What follows belongs to an exercise in optimizing a design on an open flow for small area and a short achievable clock period; a production flow would make more cautious choices. In this exercise RTL edits were held to simulation tests only and were not proved equivalent to the original. Power and IR drop assume default switching activity.

==> flow/design.v (excerpt) <==
module cpu5(
    input reset,
    input clk,
    input [31:0] ibus,
    input [31:0] databus_in,
    output [31:0] databus_out,
    output databus_oe,
    output [31:0] iaddrbus,
    output [31:0] daddrbus
    );
Size in the first run: about 4000 cells after synthesis, about 160 I/O pins, ~55000 sq um of cells after synthesis.
export LEC_CHECK = 0
export CAP_MARGIN = 20
export CORE_MARGIN = 2
export CORE_UTILIZATION = 30
export PLACE_DENSITY = 0.4
export SETUP_SLACK_MARGIN = 2.2
export SLEW_MARGIN = 20
create_clock -name core_clock -period 6.0 [get_ports {clk}]
standard.sh (not shown) runs the stock make flow with config.mk's settings and CLKGATE_MAP_FILE= SYNTH_SCRIPT=/design/flow/synth_recipe.tcl, a recipe that flattens the netlist after the stock synthesis.
==> flow/flow/run.sh <==
#!/bin/bash
# Layout flow: the standard ORFS flow with two changes:
#  - clock tree synthesis runs without dummy loads (no extra load cells to
#    balance the clock buffers);
#  - the port buffers are sky130_fd_sc_hd__buf_2 cells.
# Each tool's output is kept in the ORFS logs under orfs/logs; make's own
# output goes to flow_make.log here.
set -euo pipefail
bash standard.sh \
  "CTS_ARGS=-sink_clustering_enable -repair_clock_nets -dont_use_dummy_load -sink_clustering_size 22 -sink_clustering_max_diameter 80" \
  "BUFFER_PORTS_ARGS=-inputs -outputs -buffer_cell sky130_fd_sc_hd__buf_2" \
  finish > flow_make.log 2>&1
==> next run, changes <==
--- a/flow/flow/run.sh
+++ b/flow/flow/run.sh
@@ -8,5 +8,5 @@
 set -euo pipefail
 bash standard.sh \
-  "CTS_ARGS=-sink_clustering_enable -repair_clock_nets -dont_use_dummy_load -sink_clustering_size 22 -sink_clustering_max_diameter 80" \
+  "CTS_ARGS=-sink_clustering_enable -repair_clock_nets -dont_use_dummy_load -sink_clustering_size 30 -sink_clustering_max_diameter 90" \
   "BUFFER_PORTS_ARGS=-inputs -outputs -buffer_cell sky130_fd_sc_hd__buf_2" \
   finish > flow_make.log 2>&1
Settings changed: SETUP_SLACK_MARGIN 2.2 to 2.4.
The changed run passed the timing, DRC and antenna checks.
First-iteration DRC count went up by 0.46%.
Fmax went up by 3.0%.
Wire length went down by 0.62%.
Die area does not change.
Combinational power went down by about 1%.
Final area went down by 1.7%.
Via count went down by 0.60%.
==> next run, changes <==
--- a/flow/flow/run.sh
+++ b/flow/flow/run.sh
@@ -8,5 +8,5 @@
 set -euo pipefail
 bash standard.sh \
-  "CTS_ARGS=-sink_clustering_enable -repair_clock_nets -dont_use_dummy_load -sink_clustering_size 30 -sink_clustering_max_diameter 90" \
+  "CTS_ARGS=-sink_clustering_enable -repair_clock_nets -dont_use_dummy_load -sink_clustering_size 30 -sink_clustering_max_diameter 60" \
   "BUFFER_PORTS_ARGS=-inputs -outputs -buffer_cell sky130_fd_sc_hd__buf_2" \
   finish > flow_make.log 2>&1
Settings changed: SETUP_SLACK_MARGIN 2.4 to 1.9.
After rerunning:
- non-clock buffer count is lower by 6
- global-route usage is lower by 0.52 points
- worst hold slack loses 0.015 ns
- core utilization is higher by 0.65 points
- maximum frequency is higher slightly

* * *

red:
The RTL this note starts from:
==> flow/design.v <==
`timescale 1ns / 1ps
module adder32 #(parameter W = 32) (
    input  [W-1:0] a, b,
    input          ci,
    output [W-1:0] s,
    output         co
    );
    localparam L = (W > 32) ? 6 : (W > 16) ? 5 : (W > 8) ? 4 : (W > 4) ? 3 : (W > 2) ? 2 : 1;
    wire [W-1:0] p0 = a ^ b;
    wire [W-1:0] g0 = a & b;
    wire [W-1:0] g [0:L];
    wire [W-1:0] p [0:L];
    assign g[0] = {g0[W-1:1], g0[0] | (p0[0] & ci)};
    assign p[0] = p0;
    genvar k, i;
    generate
        for (k = 0; k < L; k = k + 1) begin : lvl
            for (i = 0; i < W; i = i + 1) begin : bitk
                if (i >= (1 << k)) begin : comb
                    assign g[k+1][i] = g[k][i] | (p[k][i] & g[k][i - (1 << k)]);
                    assign p[k+1][i] = p[k][i] & p[k][i - (1 << k)];
                end else begin : pass
                    assign g[k+1][i] = g[k][i];
                    assign p[k+1][i] = p[k][i];
                end
            end
        end
    endgenerate
    assign s  = p0 ^ {g[L][W-2:0], ci};
    assign co = g[L][W-1];
endmodule
`timescale 1ns / 1ps
module cpu5(
    input reset,
    input clk,
    input [31:0] ibus,
    input [31:0] databus_in,
    output [31:0] databus_out,
    output databus_oe,
    output [31:0] iaddrbus,
    output [31:0] daddrbus
    );
    reg  [31:2] pc;              
    reg  [31:1] id_sa, id_sb;    
    reg         id_hita, id_hitb;  
    reg  [31:2] id_pc4;          
    reg         id_br, id_bne;
    reg  [15:0] id_imm;
    reg  [4:0]  id_d;            
    reg         id_useimm, id_binv, id_cin;
    reg         id_arith, id_xor, id_and, id_or, id_set;
    reg         id_load, id_store;
    reg  [31:0] ex_a;            
    reg  [31:0] ex_op;           
    reg  [31:0] ex_sd;           
    reg         ex_cin;
    reg         ex_arith, ex_xor, ex_and, ex_or, ex_set;
    reg         ex_load, ex_store;
    reg  [4:0]  ex_d;
    reg  [31:0] mem_res, mem_sd;
    reg         mem_load, mem_store;
    reg  [4:0]  mem_d;
    reg  [31:0] wb_val;
    reg  [4:0]  wb_d;
    wire [31:2] pc4;
    wire        unused_c0;
    adder32 #(.W(30)) pcinc (.a(pc), .b(30'd0), .ci(1'b1), .s(pc4), .co(unused_c0));
    wire [5:0] op = ibus[31:26];
    wire [5:0] fn = ibus[5:0];
    wire [4:0] rs = ibus[25:21];
    wire [4:0] rt = ibus[20:16];
    wire [4:0] rd = ibus[15:11];
    wire is_br    = op[5];
    wire is_mem   = ~op[5] & op[4];
    wire is_load  = is_mem & ~op[0];
    wire is_store = is_mem & op[0];
    wire is_r     = ~op[3] & ~op[1] & ~op[0];
    wire [2:0] k   = is_r ? fn[2:0] : (op[4] ? 3'b011 : op[2:0]);
    wire       set = is_r & fn[5];
    wire       sub = ~set & (k == 3'b010);
    wire hita = (mem_d == rs) & (mem_d != 5'd0);
    wire hitb = (mem_d == rt) & (mem_d != 5'd0);
    always @(posedge clk) begin
        id_sa     <= hita ? 31'b0 : 32'b1 << rs >> 1;
        id_sb     <= hitb ? 31'b0 : 32'b1 << rt >> 1;
        id_hita   <= hita;
        id_hitb   <= hitb;
        id_pc4    <= pc4;
        id_br     <= is_br;
        id_bne    <= op[0];
        id_imm    <= ibus[15:0];
        id_d      <= (is_br | is_store) ? 5'd0 : (is_r ? rd : rt);
        id_useimm <= ~is_r;
        id_set    <= set;
        id_binv   <= set | sub;
        id_cin    <= sub | (set & ~fn[0]);
        id_arith  <= ~set & ~k[2] & k[1];
        id_xor    <= ~set & (k == 3'b001);
        id_and    <= ~set & (k == 3'b111);
        id_or     <= ~set & (k == 3'b100);
        id_load   <= is_load;
        id_store  <= is_store;
    end
    reg  [31:0] R [1:31];
    genvar i;
    generate
        for (i = 1; i < 32; i = i + 1) begin : regs
            wire we = (wb_d == i);
            always @(posedge clk) R[i] <= (R[i] & {32{~we}}) | (wb_val & {32{we}});
        end
    endgenerate
    reg  [31:0] ra, rb;
    integer j;
    always @(*) begin
        ra = {32{id_hita}} & wb_val;
        rb = {32{id_hitb}} & wb_val;
        for (j = 1; j < 32; j = j + 1) begin
            ra = ra | ({32{id_sa[j]}} & R[j]);
            rb = rb | ({32{id_sb[j]}} & R[j]);
        end
    end
    wire [31:0] va = ra;
    wire [31:0] vb = rb;
    wire [31:2] id_tgt;
    wire        unused_c1;
    adder32 #(.W(30)) tgtadd (.a(id_pc4), .b({{14{id_imm[15]}}, id_imm}), .ci(1'b0),
                              .s(id_tgt), .co(unused_c1));
    wire [31:2] pc_eq = (id_br & ~id_bne) ? id_tgt : pc4;
    wire [31:2] pc_ne = (id_br &  id_bne) ? id_tgt : pc4;
    wire        eq    = (va == vb);
    always @(posedge clk) begin
        if (reset)   pc <= 30'd0;
        else if (eq) pc <= pc_eq;
        else         pc <= pc_ne;
    end
    always @(posedge clk) begin
        ex_a      <= va;
        ex_op     <= (id_useimm ? {{16{id_imm[15]}}, id_imm} : vb) ^ {32{id_binv}};
        ex_sd     <= vb;
        ex_set    <= id_set;
        ex_cin    <= id_cin;
        ex_arith  <= id_arith;
        ex_xor    <= id_xor;
        ex_and    <= id_and;
        ex_or     <= id_or;
        ex_load   <= id_load;
        ex_store  <= id_store;
        ex_d      <= id_d;
    end
    wire [31:0] sum;
    wire        cout;
    adder32 #(.W(32)) alu_add (.a(ex_a), .b(ex_op), .ci(ex_cin), .s(sum), .co(cout));
    wire [31:0] res = ({32{ex_arith}} & sum)
                    | ({32{ex_xor}}   & (ex_a ^ ex_op))
                    | ({32{ex_and}}   & (ex_a & ex_op))
                    | ({32{ex_or}}    & (ex_a | ex_op))
                    | {31'b0, ex_set & ~cout};
    always @(posedge clk) begin
        mem_res   <= res;
        mem_sd    <= ex_sd;
        mem_load  <= ex_load;
        mem_store <= ex_store;
        mem_d     <= ex_d;
    end
    assign daddrbus    = mem_res;
    assign databus_out = mem_sd;
    assign databus_oe  = mem_store;
    always @(posedge clk) begin
        wb_val <= mem_load ? databus_in : mem_res;
        wb_d   <= mem_d;
    end
    assign iaddrbus = {pc, 2'b00};
endmodule
clock: 6.0 ns
lec_check: 0
cap_margin: 20
core_margin: 2
core_utilization: 30
place_density: 0.4
setup_slack_margin: 1.5
slew_margin: 20
==> flow/flow/run.sh <==
#!/bin/bash
# Layout flow: the standard ORFS flow with two changes:
#  - clock tree synthesis runs without dummy loads (no extra load cells to
#    balance the clock buffers);
#  - the port buffers are sky130_fd_sc_hd__buf_2 cells.
# Each tool's output is kept in the ORFS logs under orfs/logs; make's own
# output goes to flow_make.log here.
set -euo pipefail
bash standard.sh \
  "CTS_ARGS=-sink_clustering_enable -repair_clock_nets -dont_use_dummy_load -sink_clustering_size 30 -sink_clustering_max_diameter 90" \
  "BUFFER_PORTS_ARGS=-inputs -outputs -buffer_cell sky130_fd_sc_hd__buf_2" \
  finish > flow_make.log 2>&1
red | stages: all done | timing, DRC, antenna: all pass
## Diff of input files: blue against red
Settings: a change of SETUP_SLACK_MARGIN from 1.5 to 1.9.
Results
The via count reported for blue is higher than the one for red. Worst setup margin, blue and red, lower one = red. Taking red as the reference, in blue power drawn by the combinational cells higher; die area roughly the same; worst IR drop on VDD higher; total number of cells along the worst setup path higher. Cell area is lower on red. blue: sum of routed wire length over all layers 2.2% above red. met3 capacity usage during global routing in blue is 1.4 points higher than in red. Final critical path time including I/O delays and setup improves in blue relative to red. The total area of sequential cells was comparable across blue and red.

* * *

Starts from the design.v that is shown in full above.
Settings: LEC_CHECK=0, CAP_MARGIN=20, CORE_MARGIN=2, CORE_UTILIZATION=30, SETUP_SLACK_MARGIN=1.8, SLEW_MARGIN=20; clock period 6.0 ns.
run.sh (not shown) runs the stock make flow with config.mk's settings and CLKGATE_MAP_FILE= SYNTH_SCRIPT=/design/flow/synth_recipe.tcl, a recipe that flattens the netlist after the stock synthesis.
Stock flow here: none of the scripts above is used.
The starting point completed with no timing, DRC or antenna violations.
==> next run, changes <==
==> flow/flow/run.sh (new file) <==
#!/bin/bash
# Layout flow: the standard ORFS flow with two changes:
#  - clock tree synthesis runs without dummy loads (no extra load cells to
#    balance the clock buffers);
#  - the port buffers are sky130_fd_sc_hd__buf_2 cells.
# Each tool's output is kept in the ORFS logs under orfs/logs; make's own
# output goes to flow_make.log here.
set -euo pipefail
bash standard.sh \
  "CTS_ARGS=-sink_clustering_enable -repair_clock_nets -dont_use_dummy_load -sink_clustering_size 26 -sink_clustering_max_diameter 80" \
  "BUFFER_PORTS_ARGS=-inputs -outputs -buffer_cell sky130_fd_sc_hd__buf_2" \
  finish > flow_make.log 2>&1
==> flow/standard.sh (new file) <==
#!/bin/bash
# synth_recipe.tcl (not shown) runs the flow's synth.tcl, then flattens the netlist and writes it again
# the make line also repeats each setting of config.mk as NAME=value (left out here)
make -C /OpenROAD-flow-scripts/flow DESIGN_CONFIG=/design/flow/config.mk WORK_HOME=/design/flow/orfs CLKGATE_MAP_FILE= SYNTH_SCRIPT=/design/flow/synth_recipe.tcl "${@:-finish}"
- PLACE_DENSITY: not set -> 0.4
- SETUP_SLACK_MARGIN: 1.8 -> 1.9
removed: flow/run.sh
=> The new run finished with timing, DRC and antenna clean. Via count fell by 1.7%. Cell area fell by 4.4%. Fmax barely changes. Synthesized area does not change. Sequential power is about the same.

[separate check: timing with driven ports]
In the flow no input, the clock included, has a driving cell. The finished layouts below were timed again as built, in two steps. Step 1, drivers: a clkbuf_16 drives clk and a buf_2 each remaining input, both assumed. Step 2 times the ports against the registers' clock, not the clock port: input delays grow and output delays shrink by t, the midpoint of the rising clock arrivals with the driver on. a / b / c = no drivers / after step 1 / after step 2; a / b = the first two.
run | t (ns) | setup slack, ns | worst setup path at the end
the first run of note 1 | 0.811 | 1.545 / 1.545 / 1.545 | register to register
the second run of note 1 | 0.828 | 1.675 / 1.675 / 1.675 | register to register
the third run of note 1 | 0.889 | 1.709 / 1.709 / 1.643 | input to register
red | 0.808 | 1.446 / 1.446 / 1.446 | register to register
blue | 0.815 | 1.707 / 1.707 / 1.707 | register to register
the first run of note 3 | 0.887 | 1.732 / 1.732 / 1.732 | register to register
the second run of note 3 | 0.829 | 1.725 / 1.725 / 1.636 | input to register
After both steps setup and hold are still met in every run listed. For the second run of note 3, which loses most, drivers alone change the setup slack by 0.000 ns; drivers and shift together by -0.089 ns.
